From an optimization exercise on the open Yosys and OpenROAD flow, aimed at small area; shortcuts taken in it are not production practice.
RTL that was checked went through simulation tests only; none was proved equivalent to the original.
Power and IR drop assume default switching activity.

==> wip/fjord: inputs <==
## phil_core
module phil_core
(
    input wire clk,
    input wire rst_n,
    input wire [64-1:0] s_axis_tdata,
    input wire s_axis_tlast,
    input wire s_axis_tvalid,
    output wire s_axis_tready,
    input wire step,
    input wire [13:0] adc_ch1,
    output wire [13:0] dac_ch1,
    output wire [13:0] dac_ch2,
    output wire [43-1:0] out1,
    output wire [43-1:0] out2,
    output wire comp_ready
);
==> module phil_dac, before the edit <==
module phil_dac
(
    input wire [42:0] y,
    output wire [13:0] q
);
wire sg = y[42];
wire z = ~|y[31:0];
wire [18:0] kk = {{8{~sg}}, ~y[42:32]};
wire [19:0] c;
assign c[0] = z;
genvar i;
generate for (i = 0; i < 19; i = i + 1) begin : cch
    assign c[i+1] = (y[i] & kk[i]) | (y[i] & c[i]) | (kk[i] & c[i]);
end endgenerate
wire c19 = c[19];
wire inc = sg & c19;
wire dec = ~sg & ~c19;
wire [23:0] a = y[42:19];
wire [24:0] t;           
assign t[0] = inc | dec;
wire [23:0] v;
generate for (i = 0; i < 24; i = i + 1) begin : incdec
    assign v[i] = a[i] ^ t[i];
    assign t[i+1] = t[i] & (inc ? a[i] : ~a[i]);
end endgenerate
wire vneg = v[23];
wire vhi_pos = ($signed(v) >= 24'sd40960);
wire vlo_neg = ($signed(v) < -24'sd40960);
wire satp = ~sg & vhi_pos;
wire satn = sg & vlo_neg;
wire [2:0] r [0:17];
wire [15:0] u;
assign r[16] = v[16] ? 3'd4 : 3'd0;
generate for (i = 15; i >= 0; i = i - 1) begin : dv
    wire [3:0] tt = {r[i+1], v[i]};
    assign u[i] = (tt >= 4'd5);
    assign r[i] = (tt >= 4'd5) ? tt - 4'd5 : tt[2:0];
end endgenerate
assign q = satp ? 14'h1FFF : satn ? 14'h2000 : {sg, u[12:0]};
endmodule
clock: 25.0 ns
lec_check: 0
abc_area: 1
cap_margin: 20
core_margin: 2
core_utilization: 40
slew_margin: 20
run.sh (not shown) runs the stock make flow with config.mk's settings and CLKGATE_MAP_FILE= SYNTH_SCRIPT=/design/flow/synth_recipe.tcl, a recipe that flattens the netlist after the stock synthesis.
==> wip/indigo: changes against wip/fjord <==
--- a/flow/design.v
+++ b/flow/design.v
@@ -891,4 +891,4 @@
 wire vneg = v[23];
-wire vhi_pos = ($signed(v) >= 24'sd40960);
-wire vlo_neg = ($signed(v) < -24'sd40960);
+wire vhi_pos = ~v[23] & (v[22:0] >= 23'd40960);
+wire vlo_neg = v[23] & (v[22:0] < 23'd8347648);    
 wire satp = ~sg & vhi_pos;
==> comparison <==
Against wip/indigo, the setup slack of wip/fjord is worse by 130 ps.
Clock skew is about the same in wip/indigo and wip/fjord.
wip/fjord completed with no timing, DRC or antenna violations. wip/indigo produced a clean layout.
Against wip/indigo, the final cell count of wip/fjord is smaller by about 0.8%.
Between wip/indigo and wip/fjord, the lower clock-buffer cell count is in wip/indigo (gap 5).
Against wip/fjord, the final area of wip/indigo is higher by 0.40%.
In wip/indigo the non-clock buffer count is higher than in wip/fjord, by 38.
Against wip/indigo, the register-to-register slack of wip/fjord is worse by 130 ps.
Between wip/indigo and wip/fjord, the lower combinational power is in wip/fjord (gap 80%, measured against wip/fjord).
In die area, wip/fjord and wip/indigo hardly differ.
==> figures <==
| item | wip/indigo | wip/fjord |
|---|---|---|
| Min Clock Period, post-route | 24130 ps | 24270 ps |
| Highest cell delay on the worst timing path | 530 ps | 550 ps |
| Final-layout worst hold slack | 309 ps | 292 ps |
| Routed via count | 32600 | 31900 |
| Initial Utilization | 0.403 | 0.403 |
| Mean area per synthesized cell | 10.5 sq um | 10.5 sq um |
| Setup slack on the worst flop-to-flop path | 870 ps | 730 ps |
| Multi-input logic area | 20700 sq um | 20600 sq um |
| Multiplexer area fraction after synthesis | 0.00168 | 0.00577 |
| Non-filler cells in the finished layout | 6296 | 6246 |
| Sequential group share of total power | 0.357 | 0.411 |
| # nets final | 5243 | 5192 |
| Count of buffering cells on the critical path with inverters included | 16 | 13 |
| Area share of fa/ha/maj cells after synthesis | 0.187 | 0.188 |
| Result of the run | finished clean | finished clean |
| Area growth syn-to-layout | 16.5% | 16.0% |
| Worst path setup slack after routing | 865 ps | 734 ps |
| Power consumed by sequential cells | 0.00213 W | 0.00196 W |
| Worst skew pair latency | 680 ps | 700 ps |
| Highest Clock Rate | 41.4 MHz | 41.2 MHz |
For wip/fjord, only the layout was checked, not whether the RTL still works.

* * *

==> inputs of trial 48 <==
RTL: one of the versions met above, not the one the previous note started from.
Design phil_core, start of the top module:
module phil_core
(
    input wire clk,
    input wire rst_n,
    input wire [64-1:0] s_axis_tdata,
    input wire s_axis_tlast,
    input wire s_axis_tvalid,
    output wire s_axis_tready,
    input wire step,
    input wire [13:0] adc_ch1,
    output wire [13:0] dac_ch1,
    output wire [13:0] dac_ch2,
    output wire [43-1:0] out1,
    output wire [43-1:0] out2,
    output wire comp_ready
);
reg [1:0] ph3;       
reg       hb;        
always @(posedge clk or negedge rst_n) begin
    if (!rst_n) begin
        ph3 <= 2'd0;
        hb  <= 1'b0;
    end else begin
        ph3 <= ph3[1] ? 2'd0 : ph3 + 2'd1;
        if (ph3[1]) hb <= ~hb;
    end
end
wire d0 = (ph3 == 2'd0);
wire d2 = ph3[1];
reg       lst;           
reg [2:0] ptype;         
reg [1:0] widx;          
reg       al;            
wire [2:0] tcode = (s_axis_tdata[63:3] == 61'd0 && s_axis_tdata[2:0] != 3'd7) ?
                   s_axis_tdata[2:0] : 3'd0;
wire is_ring = lst && (ptype != 3'd0) && (ptype != 3'd6);
reg hbt;
always @* begin
    case (ptype)
  ...
clock: 25.0 ns
lec_check: 0
abc_area: 1
cap_margin: 20
core_margin: 2
core_utilization: 40
cts_buf_list: sky130_fd_sc_hd__clkbuf_4
slew_margin: 20
==> trial 70: changes against trial 48 <==
--- a/flow/config.mk
+++ b/flow/config.mk
@@ -9,5 +9,6 @@
 export CAP_MARGIN = 20
 export CORE_MARGIN = 2
 export CORE_UTILIZATION = 40
-export CTS_BUF_LIST = sky130_fd_sc_hd__clkbuf_4
+export CTS_BUF_LIST = sky130_fd_sc_hd__clkbuf_8
+export CTS_CLUSTER_SIZE = 25
 export SLEW_MARGIN = 20
==> trial 56: changes against trial 48 <==
--- a/flow/config.mk
+++ b/flow/config.mk
@@ -9,5 +9,7 @@
 export CAP_MARGIN = 20
 export CORE_MARGIN = 2
 export CORE_UTILIZATION = 40
-export CTS_BUF_LIST = sky130_fd_sc_hd__clkbuf_4
+export CTS_BUF_LIST = sky130_fd_sc_hd__clkbuf_16
+export CTS_CLUSTER_DIAMETER = 100
+export CTS_CLUSTER_SIZE = 25
 export SLEW_MARGIN = 20
==> impl_metrics.toml <==
[layout]
seq_share = 0.418
diodes = 4
final_util = 0.467
syn2layout_area_growth_pct = 15.8

[power_and_ir_drop]
seq_power_share = 0.369
p_clk_mw = 1.28

[routing]
wl_met3_um = 10100
vias = 33405

[outcome]
status = "no timing/DRC/antenna violations"
the above is filed under trial 48

==> impl_metrics.toml <==
[outcome]
status = "no timing/DRC/antenna violations"

[layout]
final_util = 0.469
diodes = 3
seq_share = 0.416

[power_and_ir_drop]
p_clk_mw = 1.41

[timing]
period_needed_ps = 24080

[routing]
wl_met3_um = 9700

[critical_path]
r2r_cells = 79
the above is filed under trial 70

==> impl_metrics.toml <==
[layout]
diodes = 1
nMultiInputCombCells = 2493
seq_share = 0.428
final_util = 0.456
syn2layout_area_growth_pct = 13.0

[outcome]
status = "no timing/DRC/antenna violations"

[floorplan]
top_level_ports = 199

[routing]
wl_met3_um = 9250
vias = 32080
the above is filed under trial 56

afterwards: timing with drivers on the ports:
The flow's constraints put no driver on any port. The routed layouts listed below were extracted and timed again, unchanged, in two steps. Step 1: set_driving_cell puts a clkbuf_16 on clk and a buf_2 on each other input, an assumption about the parent block. Step 2 times the ports against the registers' clock, not the clock port: input delays grow and output delays shrink by t, the midpoint of the rising clock arrivals with the driver on. Slacks: ideal / step 1 / step 2; pairs: ideal / step 1.
run	t, ns	setup slack, ns	clock arrival spread, ns	worst register clock-pin slew, ns	pins driven straight from the clock port
wip/fjord	0.740	0.734 / 0.734 / 0.734	0.053 / 0.053	0.07 / 0.07	1
wip/indigo	0.731	0.865 / 0.865 / 0.865	0.052 / 0.052	0.07 / 0.07	1
trial 48	1.189	0.903 / 0.903 / 0.903	0.120 / 0.120	0.09 / 0.09	1
trial 70	0.889	0.924 / 0.924 / 0.924	0.051 / 0.051	0.07 / 0.07	1
trial 56	0.734	0.839 / 0.839 / 0.839	0.071 / 0.071	0.11 / 0.11	1
After both steps every run listed still meets setup and hold.
